From an optimization exercise on the open Yosys and OpenROAD flow, aimed at small area and a short achievable clock period; shortcuts taken in it are not production practice.
Function was checked by simulation only, so behaviour that the tests miss may differ from the original.
Power is estimated from default activity; no workload was simulated.

Setup of JK:
// M216A_TopModule
module M216A_TopModule(
    input  wire       clk_i,
    input  wire       rst_i,
    input  wire [4:0] width_i,
    input  wire [4:0] height_i,
    output wire [7:0] index_x_o,
    output wire [7:0] index_y_o,
    output wire [3:0] strike_o
);
Size: about 580 cells after synthesis, ~5800 sq um of cells after synthesis.
==> flow/config.mk <==
export PLATFORM = sky130hd
export DESIGN_NAME = M216A_TopModule
export DESIGN_NICKNAME = M216A_TopModule
export VERILOG_FILES = /design/flow/design.v
export SDC_FILE = /design/flow/constraint.sdc
export NUM_CORES = 4
export LEC_CHECK = 0
export CAP_MARGIN = 20
export CORE_MARGIN = 2
export CORE_UTILIZATION = 40
export CTS_BUF_LIST = sky130_fd_sc_hd__clkbuf_4 sky130_fd_sc_hd__clkbuf_8
export GPL_TIMING_DRIVEN = 0
export SETUP_SLACK_MARGIN = 1.5
export SLEW_MARGIN = 20
==> flow/constraint.sdc <==
create_clock -name core_clock -period 4.0 [get_ports {clk_i}]
set_input_delay 0.8000 -clock core_clock [delete_from_list [all_inputs] [get_ports {clk_i}]]
set_output_delay 0.8000 -clock core_clock [all_outputs]
set_load 0.01 [all_outputs]
standard.sh (not shown) runs the stock make flow with config.mk's settings and CLKGATE_MAP_FILE= SYNTH_SCRIPT=/design/flow/synth_recipe.tcl, a recipe that flattens the netlist after the stock synthesis.
==> flow/flow/run.sh <==
#!/bin/bash
# Standard layout with two changes: the port buffers are buf_2 cells, and
# synthesis maps the logic with flow/abc.script instead of ORFS's
# abc_speed.script (same synthesis otherwise, so the registers are the
# standard synthesis's).  Each step's output goes to its own log here.
set -e
rm -rf scripts_abc
cp -r "$FLOW_HOME/scripts" scripts_abc
cp flow/abc.script scripts_abc/abc_speed.script
export BUFFER_PORTS_ARGS="-buffer_cell sky130_fd_sc_hd__buf_2"
bash standard.sh SCRIPTS_DIR="$PWD/scripts_abc" CTS_ARGS='-sink_clustering_enable -repair_clock_nets -dont_use_dummy_load -buf_list {sky130_fd_sc_hd__clkbuf_4 sky130_fd_sc_hd__clkbuf_8}' finish > standard.log 2>&1
==> flow/flow/abc.script <==
strash
&get -n
&fraig -x
&put
scorr
dc2
dretime
strash
&get -n
&dch -f
&nf
&put
JK finished end to end and its layout was clean on timing, DRC and antenna.
#### Input delta (MS over JK)
Settings: SETUP_SLACK_MARGIN now 2.4, was 1.5.
Findings:
The routability congestion estimate from global placement in MS sits 0.022 above the value recorded for JK.
Compared with JK, MS shows a lower register fraction of the total cell area.
Status: power of the sequential group parity (MS, JK)
Comparing JK with MS, the clock skew came out essentially unchanged.
MS ends up with higher final cell area excluding filler cells than JK does.
Edits applied to the flow inputs when going from MS to AL:
Settings: swapping 2.4 for 1.8 in SETUP_SLACK_MARGIN.
diff --git a/flow/flow/run.sh b/flow/flow/run.sh
--- a/flow/flow/run.sh
+++ b/flow/flow/run.sh
@@ -11 +11 @@
-bash standard.sh SCRIPTS_DIR="$PWD/scripts_abc" CTS_ARGS='-sink_clustering_enable -repair_clock_nets -dont_use_dummy_load -buf_list {sky130_fd_sc_hd__clkbuf_4 sky130_fd_sc_hd__clkbuf_8}' finish > standard.log 2>&1
+bash standard.sh SCRIPTS_DIR="$PWD/scripts_abc" CTS_ARGS='-sink_clustering_enable -repair_clock_nets -dont_use_dummy_load -sink_clustering_size 30 -sink_clustering_max_diameter 100 -buf_list {sky130_fd_sc_hd__clkbuf_4 sky130_fd_sc_hd__clkbuf_8}' finish > standard.log 2>&1
--- outcome ---
- AL | stages: all done | timing, DRC, antenna: all pass
- Per the comparison of AL with MS, final instance area decreased about 17%; total area of sequential cells decreased 1.6%; combinational group power decreased 40%; power share of the clock group increased 1.6 points; flop-to-flop setup slack decreased 0.22 ns.

Setup of exp/garnet:
M216A_TopModule, a different RTL version from the one above (not shown whole).
Size in the first run: ~640 cells after synthesis, roughly 32 I/O pins, roughly 0.0065 mm2 of cells after synthesis.
Settings: LEC_CHECK=0, CAP_MARGIN=20, CORE_MARGIN=2, CORE_UTILIZATION=40, CTS_BUF_LIST=sky130_fd_sc_hd__clkbuf_4 sky130_fd_sc_hd__clkbuf_8, GPL_TIMING_DRIVEN=0, SETUP_SLACK_MARGIN=1.8, SLEW_MARGIN=20; clock period 4.0 ns.
==> flow/flow/run.sh <==
#!/bin/bash
# Standard layout, but with faster port buffers than the default pick.
cp standard.sh standard_sh.txt
export BUFFER_PORTS_ARGS="-buffer_cell sky130_fd_sc_hd__buf_2"
bash standard.sh > standard.log 2>&1
### exp/garnet -> exp/indigo
==> flow/flow/run.sh <==
#!/bin/bash
# Standard layout with two changes: the port buffers are buf_2 cells, and
# synthesis maps the logic with flow/abc.script instead of ORFS's
# abc_speed.script (same synthesis otherwise, so the registers are the
# standard synthesis's).  Each step's output goes to its own log here.
set -e
rm -rf scripts_abc
cp -r "$FLOW_HOME/scripts" scripts_abc
cp flow/abc.script scripts_abc/abc_speed.script
export BUFFER_PORTS_ARGS="-buffer_cell sky130_fd_sc_hd__buf_2"
bash standard.sh SCRIPTS_DIR="$PWD/scripts_abc" finish > standard.log 2>&1
==> flow/flow/abc.script (new file) <==
strash
&get -n
&fraig -x
&put
scorr
dc2
dretime
strash
&get -n
&dch -f
&nf
&put
Notes after the runs:
Of the two values seen for library cell contributing the largest single delay on the critical path, sky130_fd_sc_hd__dfxtp_4 was produced by exp/indigo and sky130_fd_sc_hd__a22oi_1 by exp/garnet. Compared with exp/garnet, exp/indigo shows buffer count excluding the clock tree in the final layout that has gone down by more than a quarter. Compared with exp/garnet, in exp/indigo sequential cell area share shows an increase of 3.2 points; register-to-register slack shows an increase of 0.02 ns; met1 track demand over resource in global routing shows an increase of 3.7 points.
Here is what was changed in the inputs of exp/harbor compared with exp/indigo.
--- a/flow/flow/abc.script
+++ b/flow/flow/abc.script
@@ -12 +12,4 @@
 &put
+buffer
+upsize
+dnsize
### Flow results
- exp/harbor: flow completed, timing, DRC and antenna clean
- In exp/harbor, the global-route total usage across every layer came out 0.89 points above the value in exp/indigo.
- For the synthesized area, exp/harbor came in about 3% higher than exp/indigo did.
- exp/harbor: total power 1.3% above exp/indigo
- Relative to exp/indigo, number of gates resized after cts has decreased by 17 in exp/harbor.
- Summary of exp/harbor over exp/indigo: detailed route wirelength on metal3 went down, core utilization went down, final standard cell area without fillers went up, non-clock buffer count went up.

Setup of quartz:
Another version of the RTL of M216A_TopModule (not shown whole).
For scale: about 520 cells after synthesis, roughly 170 flip-flops, ~0.0056 mm^2 of cells after synthesis.
==> flow/config.mk <==
export PLATFORM = sky130hd
export DESIGN_NAME = M216A_TopModule
export DESIGN_NICKNAME = M216A_TopModule
export VERILOG_FILES = /design/flow/design.v
export SDC_FILE = /design/flow/constraint.sdc
export NUM_CORES = 4
export LEC_CHECK = 0
export CAP_MARGIN = 20
export CORE_MARGIN = 2
export CORE_UTILIZATION = 40
export CTS_BUF_LIST = sky130_fd_sc_hd__clkbuf_4 sky130_fd_sc_hd__clkbuf_8
export GPL_TIMING_DRIVEN = 0
export SETUP_SLACK_MARGIN = 2.1
export SLEW_MARGIN = 20
export TNS_END_PERCENT = 20
==> flow/constraint.sdc <==
create_clock -name core_clock -period 4.0 [get_ports {clk_i}]
set_input_delay 0.8000 -clock core_clock [delete_from_list [all_inputs] [get_ports {clk_i}]]
set_output_delay 0.8000 -clock core_clock [all_outputs]
set_load 0.01 [all_outputs]
==> flow/flow/run.sh <==
#!/bin/bash
# The standard layout (standard.sh) with three changes:
#  - synthesis maps the logic with flow/abc.script in place of ORFS's
#    abc_speed.script; the synthesis is otherwise the standard one, so the
#    registers are the standard synthesis's;
#  - the port buffers are buf_1 cells;
#  - clock tree synthesis inserts no dummy loads.
# ORFS's logs stay under orfs/logs/; make's own output goes to standard.log.
set -e
rm -rf scripts_abc
cp -r "$FLOW_HOME/scripts" scripts_abc
cp flow/abc.script scripts_abc/abc_speed.script
export BUFFER_PORTS_ARGS="-buffer_cell sky130_fd_sc_hd__buf_1"
bash standard.sh SCRIPTS_DIR="$PWD/scripts_abc" CTS_ARGS='-repair_clock_nets -dont_use_dummy_load -buf_list {sky130_fd_sc_hd__clkbuf_8} -root_buf sky130_fd_sc_hd__clkbuf_16 -sink_clustering_enable -sink_clustering_levels 1 -sink_clustering_size 30' finish > standard.log 2>&1
==> flow/flow/abc.script <==
strash
&get -n
&fraig -x
&put
scorr
dc2
dretime
strash
&get -n
&dch -f
&nf
&put
[inputs] violet vs quartz
# quartz
export LEC_CHECK = 0
export CAP_MARGIN = 20
export CORE_MARGIN = 2
export CORE_UTILIZATION = 40
export CTS_BUF_LIST = sky130_fd_sc_hd__clkbuf_4 sky130_fd_sc_hd__clkbuf_8
export GPL_TIMING_DRIVEN = 0
export SETUP_SLACK_MARGIN = 2.1
export SLEW_MARGIN = 20
export TNS_END_PERCENT = 20
create_clock -name core_clock -period 4.0 [get_ports {clk_i}]
# violet
export LEC_CHECK = 0
export CAP_MARGIN = 20
export CORE_MARGIN = 2
export CORE_UTILIZATION = 40
export CTS_BUF_LIST = sky130_fd_sc_hd__clkbuf_4 sky130_fd_sc_hd__clkbuf_8
export GPL_TIMING_DRIVEN = 0
export SETUP_SLACK_MARGIN = 2.2
export SLEW_MARGIN = 20
export TNS_END_PERCENT = 5
create_clock -name core_clock -period 4.0 [get_ports {clk_i}]
==> flow/flow/run.sh <==
#!/bin/bash
# Standard layout with two changes: the port buffers are buf_2 cells, and
# synthesis maps the logic with flow/abc.script instead of ORFS's
# abc_speed.script (same synthesis otherwise, so the registers are the
# standard synthesis's).  Each step's output goes to its own log here.
set -e
rm -rf scripts_abc
cp -r "$FLOW_HOME/scripts" scripts_abc
cp flow/abc.script scripts_abc/abc_speed.script
export BUFFER_PORTS_ARGS="-buffer_cell sky130_fd_sc_hd__buf_1"
bash standard.sh SCRIPTS_DIR="$PWD/scripts_abc" CTS_ARGS='-sink_clustering_enable -repair_clock_nets -dont_use_dummy_load -buf_list {sky130_fd_sc_hd__clkbuf_4 sky130_fd_sc_hd__clkbuf_8}' finish > standard.log 2>&1
### Flow results
Sort quartz and violet by total wire length after detailed routing desc -> top: violet
Comparing the two runs side by side, violet comes out behind quartz on global-route wire length before repair.
Post-cts sizing count delta for violet relative to quartz: about 30% higher
Diff quartz -> violet: estimated wirelength of the detail-placed design rose about 0.6%, fmax rose about 1.3%, register fraction of the total cell area fell 1.2 points, number of buffers outside the clock class in the layout rose about 20%.

## the previous run
M216A_TopModule with an RTL version that a note above also has.
Size: roughly 580 cells after synthesis, about 170 flip-flops.
clock: 4.0 ns
lec_check: 0
cap_margin: 20
core_margin: 2
core_utilization: 40
cts_buf_list: sky130_fd_sc_hd__clkbuf_4 sky130_fd_sc_hd__clkbuf_8
gpl_timing_driven: 0
setup_slack_margin: 2.05
slew_margin: 20
tns_end_percent: 5
==> flow/flow/run.sh <==
#!/bin/bash
# Standard layout with two changes: the port buffers are buf_2 cells, and
# synthesis maps the logic with flow/abc.script instead of ORFS's
# abc_speed.script (same synthesis otherwise, so the registers are the
# standard synthesis's).  Each step's output goes to its own log here.
set -e
rm -rf scripts_abc
cp -r "$FLOW_HOME/scripts" scripts_abc
cp flow/abc.script scripts_abc/abc_speed.script
export BUFFER_PORTS_ARGS="-buffer_cell sky130_fd_sc_hd__buf_1"
bash standard.sh SCRIPTS_DIR="$PWD/scripts_abc" CTS_ARGS='-sink_clustering_enable -repair_clock_nets -dont_use_dummy_load -buf_list {sky130_fd_sc_hd__clkbuf_4 sky130_fd_sc_hd__clkbuf_8}' finish > standard.log 2>&1
Scripts as last shown in full above: flow/flow/abc.script
Every stage of the flow completed for the previous run, and the final layout passed the timing, design-rule and antenna checks.
Here is what was changed in the inputs of the current run compared with the previous run.
--- a/flow/flow/run.sh
+++ b/flow/flow/run.sh
@@ -10 +10 @@
-export BUFFER_PORTS_ARGS="-buffer_cell sky130_fd_sc_hd__buf_1"
+export BUFFER_PORTS_ARGS="-buffer_cell sky130_fd_sc_hd__buf_2"
--- a/flow/config.mk
+++ b/flow/config.mk
@@ -13 +13 @@
-export SETUP_SLACK_MARGIN = 2.05
+export SETUP_SLACK_MARGIN = 1.8
@@ -15 +14,0 @@
-export TNS_END_PERCENT = 5
- In the tables for the previous run and the current run, global-route wire length before repair reads higher with the current run.
- Re total nets after synthesis: no difference whatsoever between the previous run and the current run.
- Global-route congestion overflow total came out exactly the same in the previous run and the current run.
- The current run vs the previous run, last element of the critical path: RT[3] vs xq[6]
- The current run against the previous run: power decreased by 0.52% relative to the old numbers; final period utilization increased by 1.3 points relative to the old numbers.
- The current run went all the way through the flow, and no timing, DRC or antenna check failed.
- A worst setup path startpoint of s13 is what the previous run shows, while xq[0] belongs to the current run.
- Diff the previous run -> the current run | register fraction of the total cell area | increase of 0.20 points
- On area growth from synthesis to final layout, the higher figure sits with the previous run, not the current run.
- Area of all placed cells without fillers ends up lower on the current run.
- The current run: total of cells resized after clock tree synthesis is 4 lower than what the previous run reported.

Starting RTL as in the previous note.
## M216A_TopModule
module M216A_TopModule(
    input  wire       clk_i,
    input  wire       rst_i,
    input  wire [4:0] width_i,
    input  wire [4:0] height_i,
    output wire [7:0] index_x_o,
    output wire [7:0] index_y_o,
    output wire [3:0] strike_o
);
==> flow/config.mk <==
export PLATFORM = sky130hd
export DESIGN_NAME = M216A_TopModule
export DESIGN_NICKNAME = M216A_TopModule
export VERILOG_FILES = /design/flow/design.v
export SDC_FILE = /design/flow/constraint.sdc
export NUM_CORES = 4
export LEC_CHECK = 0
export CAP_MARGIN = 20
export CORE_MARGIN = 2
export CORE_UTILIZATION = 40
export CTS_BUF_LIST = sky130_fd_sc_hd__clkbuf_4 sky130_fd_sc_hd__clkbuf_8
export GPL_TIMING_DRIVEN = 0
export SETUP_SLACK_MARGIN = 2.05
export SLEW_MARGIN = 20
==> flow/constraint.sdc <==
create_clock -name core_clock -period 4.0 [get_ports {clk_i}]
set_input_delay 0.8000 -clock core_clock [delete_from_list [all_inputs] [get_ports {clk_i}]]
set_output_delay 0.8000 -clock core_clock [all_outputs]
set_load 0.01 [all_outputs]
==> flow/flow/run.sh <==
#!/bin/bash
# Standard layout with two changes: the port buffers are buf_2 cells, and
# synthesis maps the logic with flow/abc.script instead of ORFS's
# abc_speed.script (same synthesis otherwise, so the registers are the
# standard synthesis's).  Each step's output goes to its own log here.
set -e
rm -rf scripts_abc
cp -r "$FLOW_HOME/scripts" scripts_abc
cp flow/abc.script scripts_abc/abc_speed.script
export BUFFER_PORTS_ARGS="-buffer_cell sky130_fd_sc_hd__buf_1"
bash standard.sh SCRIPTS_DIR="$PWD/scripts_abc" CTS_ARGS='-sink_clustering_enable -repair_clock_nets -dont_use_dummy_load -buf_list {sky130_fd_sc_hd__clkbuf_4 sky130_fd_sc_hd__clkbuf_8}' finish > standard.log 2>&1
Scripts as last shown in full above: flow/flow/abc.script
The starting point finished with timing, DRC and antenna clean.
Edit:
--- a/flow/flow/run.sh
+++ b/flow/flow/run.sh
@@ -2,4 +2,7 @@
-# Standard layout with two changes: the port buffers are buf_2 cells, and
-# synthesis maps the logic with flow/abc.script instead of ORFS's
-# abc_speed.script (same synthesis otherwise, so the registers are the
-# standard synthesis's).  Each step's output goes to its own log here.
+# The standard layout (standard.sh) with three changes:
+#  - synthesis maps the logic with flow/abc.script in place of ORFS's
+#    abc_speed.script; the synthesis is otherwise the standard one, so the
+#    registers are the standard synthesis's;
+#  - the port buffers are buf_1 cells;
+#  - clock tree synthesis inserts no dummy loads.
+# ORFS's logs stay under orfs/logs/; make's own output goes to standard.log.
SETUP_SLACK_MARGIN = 2.2   (was 2.05)
TNS_END_PERCENT = 5   (was default)
Wire length rose by 2.1%.
Area after synthesis does not change.
Die area is unchanged.
Utilization goes up by 0.30 points.
Fmax is higher by 0.57%.

-- separate check: timing with driven ports --
In the flow no input, the clock included, has a driving cell. The finished layouts below were timed again as built, in two steps. Step 1 assumes that a clkbuf_16 drives the clock port and a buf_2 every other input. Step 2 adds t to the input delays and takes it off the output delays; t is the mean of the earliest and latest rising clock arrival at the registers after step 1. Input paths then give back, and output paths get back, about the clock's delay inside the block. Three values: ideal, step 1, step 2; two values: the first two.
run | shift t [ns] | setup WS [ns] | hold WS [ns] | worst register clock-pin slew, ns
JK | 0.480 | 1.746 / 1.746 / 1.562 | 0.348 / 0.348 / 0.348 | 0.08 / 0.08
MS | 0.489 | 2.155 / 2.155 / 1.862 | 0.345 / 0.345 / 0.345 | 0.08 / 0.08
AL | 0.476 | 1.940 / 1.940 / 1.571 | 0.348 / 0.348 / 0.348 | 0.08 / 0.08
exp/garnet | 0.490 | 1.700 / 1.700 / 1.559 | 0.356 / 0.356 / 0.356 | 0.09 / 0.09
exp/indigo | 0.494 | 1.723 / 1.723 / 1.471 | 0.355 / 0.355 / 0.355 | 0.09 / 0.09
exp/harbor | 0.505 | 1.661 / 1.661 / 1.433 | 0.359 / 0.359 / 0.359 | 0.09 / 0.09
quartz | 0.414 | 2.082 / 2.082 / 1.781 | 0.337 / 0.337 / 0.337 | 0.09 / 0.09
violet | 0.472 | 2.105 / 2.105 / 1.797 | 0.345 / 0.345 / 0.345 | 0.09 / 0.09
the previous run | 0.475 | 1.994 / 1.994 / 1.600 | 0.340 / 0.340 / 0.340 | 0.09 / 0.09
the current run | 0.476 | 1.940 / 1.940 / 1.571 | 0.348 / 0.348 / 0.348 | 0.08 / 0.08
the first run of note 5 | 0.482 | 2.121 / 2.121 / 1.666 | 0.343 / 0.343 / 0.343 | 0.09 / 0.09
the second run of note 5 | 0.492 | 2.132 / 2.122 / 1.690 | 0.353 / 0.353 / 0.353 | 0.09 / 0.09
After both steps setup and hold are still met in every run listed. For the first run of note 5, which loses most, drivers alone change the setup slack by 0.000 ns; drivers and shift together by -0.455 ns.
